From an optimization exercise on the open Yosys and OpenROAD flow, aimed at small area and a short achievable clock period; shortcuts taken in it are not production practice. Function was checked by simulation only, so behaviour that the tests miss may differ from the original. Power is estimated from default activity; no workload was simulated.

==> inputs of v1 <==
==> flow/design.v <==
module mainModule(
		input clk, input reset,
		output [31:0] imem_addr, input [31:0] imem_data,
		output wb_alu_we, output [2:0] wb_alu_rd, output [31:0] wb_alu_data,
		output wb_mem_we, output [2:0] wb_mem_rd, output [7:0] wb_mem_data,
		output [3:0] flags
	);
	reg [31:0] pc;
	reg [31:0] ir;                                   
	reg [2:0] e_rm, e_rn, e_rd, e_mrn, e_mrd;
	reg [4:0] e_off;                                 
	reg e_aop, e_asrc;
	reg e_awe, e_fwe, e_ld, e_st, e_br;
	reg [7:0] rm_sr, rn_sr;
	reg rm_old, rm_p3, rm_wm, rm_wa, rm_imm;
	reg rn_old, rn_p3, rn_wm, rn_wa;
	reg pstall;                                      
	reg m_awe, m_ld, m_st;
	reg [2:0] m_ard, m_mrd;
	reg [31:0] m_alu;
	reg [7:0] m_sd;
	reg [2:0] m_addr;
	reg m_z, m_n, m_c, m_v;
	reg w_awe, w_mwe;
	reg [2:0] w_ard, w_mrd;
	reg [31:0] w_alu;
	reg [7:0] w_mem;
	reg w_z, w_n, w_c, w_v;
	reg [3:0] fl;                                    
	reg [63:0]  rlo;                                 
	reg [191:0] rhi;                                 
	reg [7:0]  hz;
	reg [31:0] r0old;
	reg hz0old;
	reg [63:0] dm;                                   
	wire [15:0] ia = ir[15:0];
	wire [15:0] im = ir[31:16];
	wire a_wr  = ia[4:0] == 5'b00011;
	wire a_cmp = ia[4:0] == 5'b01000;
	wire a_nop = ia[4:0] == 5'b00000;
	wire o_st  = im[4:0] == 5'b01100;
	wire o_ld  = im[4:0] == 5'b01101;
	wire o_br  = im[4:0] == 5'b11010;
	wire o_jp  = im[4:0] == 5'b11110;
	wire o_nop = im[4:0] == 5'b00000;
	wire undef = ~(a_wr | a_cmp | a_nop) | ~(o_st | o_ld | o_br | o_jp | o_nop);
	wire v   = m_v;
	wire brt = e_br & m_n;
	wire hz_stall = m_ld & (m_mrd != 3'd0) &
		((e_rm == m_mrd) | (e_rn == m_mrd) | (e_mrn == m_mrd));
	wire stall = hz_stall & ~v;
	wire if_flush = (v | brt | o_jp | undef) & ~stall;
	wire id_flush = (v | brt) & ~stall;
	wire [31:0] btarget = {{23{e_off[4]}}, e_off, e_mrn, 1'b0};
	wire [31:0] jtarget = {{20{im[15]}}, im[15:5], 1'b0};
	wire [31:0] pc_next = v ? 32'h00FF00FF : brt ? btarget : o_jp ? jtarget :
		undef ? 32'h00FF00FF : pc + 32'd4;
	always @(posedge clk) begin
		if (reset) pc <= 32'd0;
		else if (~stall) pc <= pc_next;
		if (reset | if_flush) ir <= 32'd0;
		else if (~stall) ir <= imem_data;
		if (~stall) begin
			e_rm <= ia[15:13]; e_rn <= ia[12:10]; e_rd <= ia[9:7];
			e_mrn <= im[10:8]; e_mrd <= im[7:5]; e_off <= im[15:11];
			e_aop <= ia[5]; e_asrc <= ia[6];
		end
		if (reset | id_flush) {e_awe, e_fwe, e_ld, e_st, e_br} <= 5'd0;
		else if (~stall) {e_awe, e_fwe, e_ld, e_st, e_br} <= {a_wr, a_wr | a_cmp, o_ld, o_st, o_br};
		pstall <= stall & ~reset;
	end
	wire [2:0] n_rm = stall ? e_rm : ia[15:13];
	wire [2:0] n_rn = stall ? e_rn : ia[12:10];
	wire n_asrc = stall ? e_asrc : ia[6];
	wire n_rm_p3 = ~stall & e_awe & (e_rd == n_rm) & (n_rm != 3'd0);
	wire n_rm_wm = m_ld & (m_mrd == n_rm) & (n_rm != 3'd0);
	wire n_rm_wa = m_awe & (m_ard == n_rm) & (n_rm != 3'd0);
	wire n_rn_p3 = ~stall & e_awe & (e_rd == n_rn) & (n_rn != 3'd0);
	wire n_rn_wm = m_ld & (m_mrd == n_rn) & (n_rn != 3'd0);
	wire n_rn_wa = m_awe & (m_ard == n_rn) & (n_rn != 3'd0);
	wire n_rm_rf = ~n_asrc & ~n_rm_p3 & ~n_rm_wm & ~n_rm_wa;
	wire n_rn_rf = ~n_rn_p3 & ~n_rn_wm & ~n_rn_wa;
	wire [7:0] n_rm_dec = 8'd1 << n_rm;
	wire [7:0] n_rn_dec = 8'd1 << n_rn;
	always @(posedge clk) begin
		rm_imm <= n_asrc;
		rm_p3 <= ~n_asrc & n_rm_p3;
		rm_wm <= ~n_asrc & ~n_rm_p3 & n_rm_wm;
		rm_wa <= ~n_asrc & ~n_rm_p3 & ~n_rm_wm & n_rm_wa;
		rm_sr <= n_rm_dec & {8{n_rm_rf}} & {7'h7f, ~stall};
		rm_old <= n_rm_dec[0] & n_rm_rf & stall;
		rn_p3 <= n_rn_p3;
		rn_wm <= ~n_rn_p3 & n_rn_wm;
		rn_wa <= ~n_rn_p3 & ~n_rn_wm & n_rn_wa;
		rn_sr <= n_rn_dec & {8{n_rn_rf}} & {7'h7f, ~stall};
		rn_old <= n_rn_dec[0] & n_rn_rf & stall;
	end
	wire [7:0] r0lo_eff = pstall ? r0old[7:0] : rlo[0+:8];
	wire [23:0] r0hi_eff = pstall ? (hz0old ? 24'd0 : r0old[31:8]) : (hz[0] ? 24'd0 : rhi[0+:24]);
	wire [255:0] rf_eff;
	assign rf_eff[31:0] = {r0hi_eff, r0lo_eff};
	genvar ri;
	generate
		for (ri = 1; ri < 8; ri = ri + 1) begin : g_rd
			assign rf_eff[32*ri +: 32] = {hz[ri] ? 24'd0 : rhi[24*ri +: 24], rlo[8*ri +: 8]};
		end
	endgenerate
	wire [7:0] rm_sh = rm_sr & ~hz;
	wire [7:0] rn_sh = rn_sr & ~hz;
	wire rm_oldh = rm_old & ~hz0old;
	wire rn_oldh = rn_old & ~hz0old;
	reg [31:0] rm_or, rn_or;
	integer k;
	always @(*) begin
		rm_or[7:0]  = ({8{rm_old}} & r0old[7:0]) | ({8{rm_p3}} & m_alu[7:0]) |
			({8{rm_wm}} & w_mem) | ({8{rm_wa}} & w_alu[7:0]) | {{5{rm_imm & e_rm[2]}}, {3{rm_imm}} & e_rm};
		rm_or[31:8] = ({24{rm_oldh}} & r0old[31:8]) | ({24{rm_p3}} & m_alu[31:8]) |
			({24{rm_wa}} & w_alu[31:8]) | {24{rm_imm & e_rm[2]}};
		rn_or[7:0]  = ({8{rn_old}} & r0old[7:0]) | ({8{rn_p3}} & m_alu[7:0]) |
			({8{rn_wm}} & w_mem) | ({8{rn_wa}} & w_alu[7:0]);
		rn_or[31:8] = ({24{rn_oldh}} & r0old[31:8]) | ({24{rn_p3}} & m_alu[31:8]) |
			({24{rn_wa}} & w_alu[31:8]);
		for (k = 0; k < 8; k = k + 1) begin
			rm_or[7:0]  = rm_or[7:0]  | ({8{rm_sr[k]}}  & rlo[8*k +: 8]);
			rm_or[31:8] = rm_or[31:8] | ({24{rm_sh[k]}} & rhi[24*k +: 24]);
			rn_or[7:0]  = rn_or[7:0]  | ({8{rn_sr[k]}}  & rlo[8*k +: 8]);
			rn_or[31:8] = rn_or[31:8] | ({24{rn_sh[k]}} & rhi[24*k +: 24]);
		end
	end
	wire [31:0] rm_val = rm_or;
	wire [31:0] rn_val = rn_or;
	wire mrn_p3 = m_awe & (m_ard == e_mrn) & (e_mrn != 3'd0);
	wire mrn_wm = w_mwe & (w_mrd == e_mrn) & (e_mrn != 3'd0);
	wire mrn_wa = w_awe & (w_ard == e_mrn) & (e_mrn != 3'd0);
	wire [31:0] mrn_rf = rf_eff[32*e_mrn +: 32];
	wire [31:0] mrd_rf = rf_eff[32*e_mrd +: 32];
	wire [2:0] mrn_val = mrn_p3 ? m_alu[2:0] : mrn_wm ? w_mem[2:0] : mrn_wa ? w_alu[2:0] : mrn_rf[2:0];
	wire mrd_pf = pstall & w_awe & (w_ard == e_mrd) & (e_mrd != 3'd0);
	wire [7:0] mrd_val = mrd_pf ? w_alu[7:0] : mrd_rf[7:0];
	wire [31:0] A = rn_val;
	wire [31:0] B = rm_val;
	wire sub = e_aop;
	wire [31:0] Bx = B ^ {32{sub}};
	wire [32:0] sum = {1'b0, A} + {1'b0, Bx} + {32'd0, sub};
	wire [31:0] out = sum[31:0];
	wire b_lo_zero = ~|B[30:0];
	wire f_c = sub ? (sum[32] & ~(b_lo_zero & ~B[31])) : sum[32];
	wire s31 = sub ? (~B[31] | b_lo_zero) : B[31];
	wire f_v = (A[31] == s31) & (out[31] != A[31]);
	wire f_n = out[31];
	wire [31:0] zk = A ^ Bx;
	wire [31:0] zo = {A[30:0] | Bx[30:0], sub};
	wire f_z = (zk == zo);
	wire [2:0] addr = e_off[2:0] + mrn_val;
	always @(posedge clk) begin
		if (reset | v | stall) {m_awe, m_ld, m_st} <= 3'd0;
		else {m_awe, m_ld, m_st} <= {e_awe, e_ld, e_st};
		m_ard <= e_rd; m_mrd <= e_mrd;
		m_alu <= out; m_sd <= mrd_val; m_addr <= addr;
		if (reset | v) {m_z, m_n, m_c, m_v} <= 4'd0;
		else if (e_fwe & ~stall) {m_z, m_n, m_c, m_v} <= {f_z, f_n, f_c, f_v};
	end
	wire st_fwd = w_mwe & (w_mrd != 3'd0) & (w_mrd == m_mrd);
	wire [7:0] st_data = reset ? 8'd0 : st_fwd ? w_mem : m_sd;
	wire [7:0] mem_out = dm[m_addr*8 +: 8];
	genvar gi;
	generate
		for (gi = 0; gi < 8; gi = gi + 1) begin : g_dm
			always @(posedge clk)
				if (reset | (m_st & (m_addr == gi))) dm[gi*8 +: 8] <= st_data;
		end
	endgenerate
	always @(posedge clk) begin
		w_awe <= m_awe & ~reset;
		w_mwe <= m_ld & ~reset;
		w_ard <= m_ard; w_mrd <= m_mrd;
		w_alu <= m_alu; w_mem <= mem_out;
		{w_z, w_n, w_c, w_v} <= reset ? 4'd0 : {m_z, m_n, m_c, m_v};
		fl <= reset ? 4'd0 : {w_z, w_n, w_c, w_v};
	end
	wire [7:0] wd_m = reset ? 8'd0 : w_mem;
	wire [7:0] wd_a = reset ? 8'd0 : w_alu[7:0];
	generate
		for (gi = 0; gi < 8; gi = gi + 1) begin : g_rf
			wire mw = w_mwe & (w_mrd == gi);
			wire aw = w_awe & (w_ard == gi);
			always @(posedge clk) begin
				if (reset | mw | aw) rlo[gi*8 +: 8] <= mw ? wd_m : wd_a;
				if (aw) rhi[gi*24 +: 24] <= w_alu[31:8];
				if (reset | mw) hz[gi] <= 1'b1;
				else if (aw) hz[gi] <= 1'b0;
			end
		end
	endgenerate
	always @(posedge clk) begin
		r0old <= {rhi[0+:24], rlo[0+:8]};
		hz0old <= hz[0];
	end
	assign imem_addr = pc;
	assign wb_alu_we = w_awe;
	assign wb_alu_rd = w_ard;
	assign wb_alu_data = w_alu;
	assign wb_mem_we = w_mwe;
	assign wb_mem_rd = w_mrd;
	assign wb_mem_data = w_mem;
	assign flags = fl;
endmodule
==> flow/flow/run.sh <==
#!/bin/bash
# Standard ORFS layout (the standard.sh, standard synthesis unchanged) with a
# tighter timing-repair target, smaller port buffers and a denser floorplan.
# Each tool's full output stays in orfs/logs; make's own output goes to standard.log.
set -o pipefail
bash standard.sh \
  SETUP_SLACK_MARGIN=6.5 \
  "BUFFER_PORTS_ARGS=-buffer_cell sky130_fd_sc_hd__buf_2" \
  finish > standard.log 2>&1
==> flow/standard.sh <==
#!/bin/bash
# synth_recipe.tcl (not shown) runs the flow's synth.tcl, then flattens the netlist and writes it again
# the make line also repeats each setting of config.mk as NAME=value (left out here)
make -C /OpenROAD-flow-scripts/flow DESIGN_CONFIG=/design/flow/config.mk WORK_HOME=/design/flow/orfs CLKGATE_MAP_FILE= SYNTH_SCRIPT=/design/flow/synth_recipe.tcl "${@:-finish}"
==> flow/config.mk <==
export PLATFORM = sky130hd
export DESIGN_NAME = mainModule
export DESIGN_NICKNAME = mainModule
export VERILOG_FILES = /design/flow/design.v
export SDC_FILE = /design/flow/constraint.sdc
export NUM_CORES = 4
export LEC_CHECK = 0
export CAP_MARGIN = 20
export CORE_MARGIN = 2
export CORE_UTILIZATION = 60
export PLACE_DENSITY = 0.7
export SLEW_MARGIN = 20
==> flow/constraint.sdc <==
create_clock -name core_clock -period 10.0 [get_ports {clk}]
set_input_delay 2.0000 -clock core_clock [delete_from_list [all_inputs] [get_ports {clk}]]
set_output_delay 2.0000 -clock core_clock [all_outputs]
set_load 0.01 [all_outputs]
==> inputs of v5, as changes to v1 <==
--- a/flow/design.v
+++ b/flow/design.v
@@ -11,16 +11,23 @@
 	reg [4:0] e_off;                                 
 	reg e_aop, e_asrc;
 	reg e_awe, e_fwe, e_ld, e_st, e_br;
-	reg [7:0] rm_sr, rn_sr;
-	reg rm_old, rm_p3, rm_wm, rm_wa, rm_imm;
-	reg rn_old, rn_p3, rn_wm, rn_wa;
+	reg [7:0] rm_sr, rn_sr;                          
+	reg [7:0] rm_sh, rn_sh;                          
+	reg rm_old, rm_oldh, rm_p3, rm_wm, rm_wa, rm_imm;
+	reg rn_old, rn_oldh, rn_p3, rn_wm, rn_wa;
 	reg pstall;                                      
 	reg m_awe, m_ld, m_st;
 	reg [2:0] m_ard, m_mrd;
 	reg [31:0] m_alu;
 	reg [7:0] m_sd;
 	reg [2:0] m_addr;
-	reg m_z, m_n, m_c, m_v;
+	reg m_fnew;                                      
+	reg [3:0] m_fold;                                
+	reg m_znew, m_vraw, m_vsp, m_a31, m_craw, m_cmask;
+	wire m_z = m_fnew ? m_znew : m_fold[3];
+	wire m_n = m_fnew ? m_alu[31] : m_fold[2];
+	wire m_c = m_fnew ? (m_craw & ~m_cmask) : m_fold[1];
+	wire m_v = m_fnew ? (m_vsp ? m_a31 : m_vraw) : m_fold[0];
 	reg w_awe, w_mwe;
 	reg [2:0] w_ard, w_mrd;
 	reg [31:0] w_alu;
@@ -30,8 +37,8 @@
 	reg [63:0]  rlo;                                 
 	reg [191:0] rhi;                                 
 	reg [7:0]  hz;
+	wire [7:0] hz_nx;                                
 	reg [31:0] r0old;
-	reg hz0old;
 	reg [63:0] dm;                                   
 	wire [15:0] ia = ir[15:0];
 	wire [15:0] im = ir[31:16];
@@ -88,15 +95,19 @@
 		rm_wm <= ~n_asrc & ~n_rm_p3 & n_rm_wm;
 		rm_wa <= ~n_asrc & ~n_rm_p3 & ~n_rm_wm & n_rm_wa;
 		rm_sr <= n_rm_dec & {8{n_rm_rf}} & {7'h7f, ~stall};
+		rm_sh <= n_rm_dec & {8{n_rm_rf}} & {7'h7f, ~stall} & ~hz_nx;
 		rm_old <= n_rm_dec[0] & n_rm_rf & stall;
+		rm_oldh <= n_rm_dec[0] & n_rm_rf & stall & ~hz[0];
 		rn_p3 <= n_rn_p3;
 		rn_wm <= ~n_rn_p3 & n_rn_wm;
 		rn_wa <= ~n_rn_p3 & ~n_rn_wm & n_rn_wa;
 		rn_sr <= n_rn_dec & {8{n_rn_rf}} & {7'h7f, ~stall};
+		rn_sh <= n_rn_dec & {8{n_rn_rf}} & {7'h7f, ~stall} & ~hz_nx;
 		rn_old <= n_rn_dec[0] & n_rn_rf & stall;
+		rn_oldh <= n_rn_dec[0] & n_rn_rf & stall & ~hz[0];
 	end
 	wire [7:0] r0lo_eff = pstall ? r0old[7:0] : rlo[0+:8];
-	wire [23:0] r0hi_eff = pstall ? (hz0old ? 24'd0 : r0old[31:8]) : (hz[0] ? 24'd0 : rhi[0+:24]);
+	wire [23:0] r0hi_eff = pstall ? r0old[31:8] : (hz[0] ? 24'd0 : rhi[0+:24]);    
 	wire [255:0] rf_eff;
 	assign rf_eff[31:0] = {r0hi_eff, r0lo_eff};
 	genvar ri;
@@ -105,10 +116,6 @@
 			assign rf_eff[32*ri +: 32] = {hz[ri] ? 24'd0 : rhi[24*ri +: 24], rlo[8*ri +: 8]};
 		end
 	endgenerate
-	wire [7:0] rm_sh = rm_sr & ~hz;
-	wire [7:0] rn_sh = rn_sr & ~hz;
-	wire rm_oldh = rm_old & ~hz0old;
-	wire rn_oldh = rn_old & ~hz0old;
 	reg [31:0] rm_or, rn_or;
 	integer k;
 	always @(*) begin
@@ -141,13 +148,32 @@
 	wire [31:0] B = rm_val;
 	wire sub = e_aop;
 	wire [31:0] Bx = B ^ {32{sub}};
-	wire [32:0] sum = {1'b0, A} + {1'b0, Bx} + {32'd0, sub};
-	wire [31:0] out = sum[31:0];
-	wire b_lo_zero = ~|B[30:0];
-	wire f_c = sub ? (sum[32] & ~(b_lo_zero & ~B[31])) : sum[32];
-	wire s31 = sub ? (~B[31] | b_lo_zero) : B[31];
-	wire f_v = (A[31] == s31) & (out[31] != A[31]);
-	wire f_n = out[31];
+	wire [31:0] pp = A ^ Bx;
+	wire [31:0] gg = A & Bx;
+	reg [191:0] pg, pq;                                         
+	integer l, i, j;
+	always @(*) begin
+		pg[31:0] = {gg[31:1], gg[0] | (pp[0] & sub)};
+		pq[31:0] = pp;
+		for (l = 0; l < 5; l = l + 1) begin
+			for (i = 0; i < 32; i = i + 1) begin
+				if ((i >> l) & 1) begin
+					j = ((i >> l) << l) - 1;
+					pg[32*(l+1)+i] = pg[32*l+i] | (pq[32*l+i] & pg[32*l+j]);
+					pq[32*(l+1)+i] = pq[32*l+i] & pq[32*l+j];
+				end else begin
+					pg[32*(l+1)+i] = pg[32*l+i];
+					pq[32*(l+1)+i] = pq[32*l+i];
+				end
+			end
+		end
+	end
+	wire [31:0] cy = pg[160 +: 32];                                   
+	wire [31:0] out = pp ^ {cy[30:0], sub};
+	wire cout = cy[31];
+	wire bx_lo_ones = &Bx[30:0];
+	wire f_cmask = sub & bx_lo_ones & Bx[31];
+	wire f_vsp = sub & bx_lo_ones & ~Bx[31];
 	wire [31:0] zk = A ^ Bx;
 	wire [31:0] zo = {A[30:0] | Bx[30:0], sub};
 	wire f_z = (zk == zo);
@@ -157,8 +183,10 @@
 		else {m_awe, m_ld, m_st} <= {e_awe, e_ld, e_st};
 		m_ard <= e_rd; m_mrd <= e_mrd;
 		m_alu <= out; m_sd <= mrd_val; m_addr <= addr;
-		if (reset | v) {m_z, m_n, m_c, m_v} <= 4'd0;
-		else if (e_fwe & ~stall) {m_z, m_n, m_c, m_v} <= {f_z, f_n, f_c, f_v};
+		m_fnew <= e_fwe & ~stall & ~reset & ~v;
+		m_fold <= (reset | v) ? 4'd0 : {m_z, m_n, m_c, m_v};
+		m_znew <= f_z; m_vraw <= cy[30] ^ cy[31]; m_vsp <= f_vsp; m_a31 <= A[31];
+		m_craw <= cout; m_cmask <= f_cmask;
 	end
 	wire st_fwd = w_mwe & (w_mrd != 3'd0) & (w_mrd == m_mrd);
 	wire [7:0] st_data = reset ? 8'd0 : st_fwd ? w_mem : m_sd;
@@ -184,17 +212,16 @@
 		for (gi = 0; gi < 8; gi = gi + 1) begin : g_rf
 			wire mw = w_mwe & (w_mrd == gi);
 			wire aw = w_awe & (w_ard == gi);
+			assign hz_nx[gi] = reset | mw | (hz[gi] & ~aw);
 			always @(posedge clk) begin
 				if (reset | mw | aw) rlo[gi*8 +: 8] <= mw ? wd_m : wd_a;
 				if (aw) rhi[gi*24 +: 24] <= w_alu[31:8];
-				if (reset | mw) hz[gi] <= 1'b1;
-				else if (aw) hz[gi] <= 1'b0;
+				hz[gi] <= hz_nx[gi];
 			end
 		end
 	endgenerate
 	always @(posedge clk) begin
 		r0old <= {rhi[0+:24], rlo[0+:8]};
-		hz0old <= hz[0];
 	end
 	assign imem_addr = pc;
 	assign wb_alu_we = w_awe;
==> key figures <==
Outcome
  • Status: finished clean

Critical path
  • Worst EP required: 10530 ps
  • Critical Path Most Common Cell: a21o_1
  • Worst path depth: 15
  • Reg2Reg Depth: 15
  • Setup crit end: m_vraw

Synth
  • Synth Area in Simple Gates: 12.7%
  • Syn_area_per_cell: 11.0 µm²

Clock network
  • CTS Sinks: 613

Die
  • Rows: 80

Finish
  • Multi-input logic area: 12500 µm²
  • Post-layout nets: 2817

Power
  • Power Clock: 2450 µW
  • Overall Power: 6670 µW
  • Combinational power: 978 µW
  • Sequential cell power: 3240 µW
The numbers above come from v5.

==> key figures <==
Synth
  • Synth Area in Simple Gates: 13.5%
  • Syn_area_per_cell: 10.6 µm²
  • Seq/Total Area, Yosys: 53.7%

Timing
  • Setup Skew: 25.4 ps
  • Min Tclk post-route: 3770 ps

Finish
  • Post-layout nets: 2906
  • Multi-input logic area: 13300 µm²

Critical path
  • Worst path depth: 13
  • Setup crit end: m_alu[30]
  • Worst EP required: 10570 ps
  • Critical Path Most Common Cell: xnor2_1

Power
  • Combinational power: 3440 µW
  • Power Clock: 2120 µW
  • Overall Power: 9530 µW

Clock network
  • CTS Sinks: 589
  • Root Buffer: clkbuf_16

Outcome
  • Status: finished clean

Placed design
  • Area after DPL: 29300 µm²

Route
  • Met3 wire length: 10.2 mm
The numbers above come from v1.

==> port drivers added, routing unchanged <==
How much do the figures lean on ideal ports? The routed layouts below were timed once more, with nothing changed but the port constraints.
Step 1 assumes that a clkbuf_16 drives the clock port and a buf_2 every other input.
Step 2 also shifts input and output timing later by t, the mid clock arrival at the registers, as if the neighbouring blocks saw the same clock.
a / b / c = ideal ports / drivers / drivers and shift; a / b = the first two.
| run | t, ns | setup slack, ns | worst setup path after step 2 | latest minus earliest clock arrival (ns) | worst data-port slew with drivers (ns) |
|---|---|---|---|---|---|
| v1 | 0.689 | 6.227 / 6.227 / 6.040 | input to register | 0.026 / 0.025 | 0.06 |
| v5 | 0.698 | 6.408 / 6.408 / 5.936 | input to register | 0.019 / 0.019 | 0.06 |
After both steps setup and hold are still met in every run listed. For v5, which loses most, drivers alone change the setup slack by 0.000 ns; drivers and shift together by -0.472 ns.
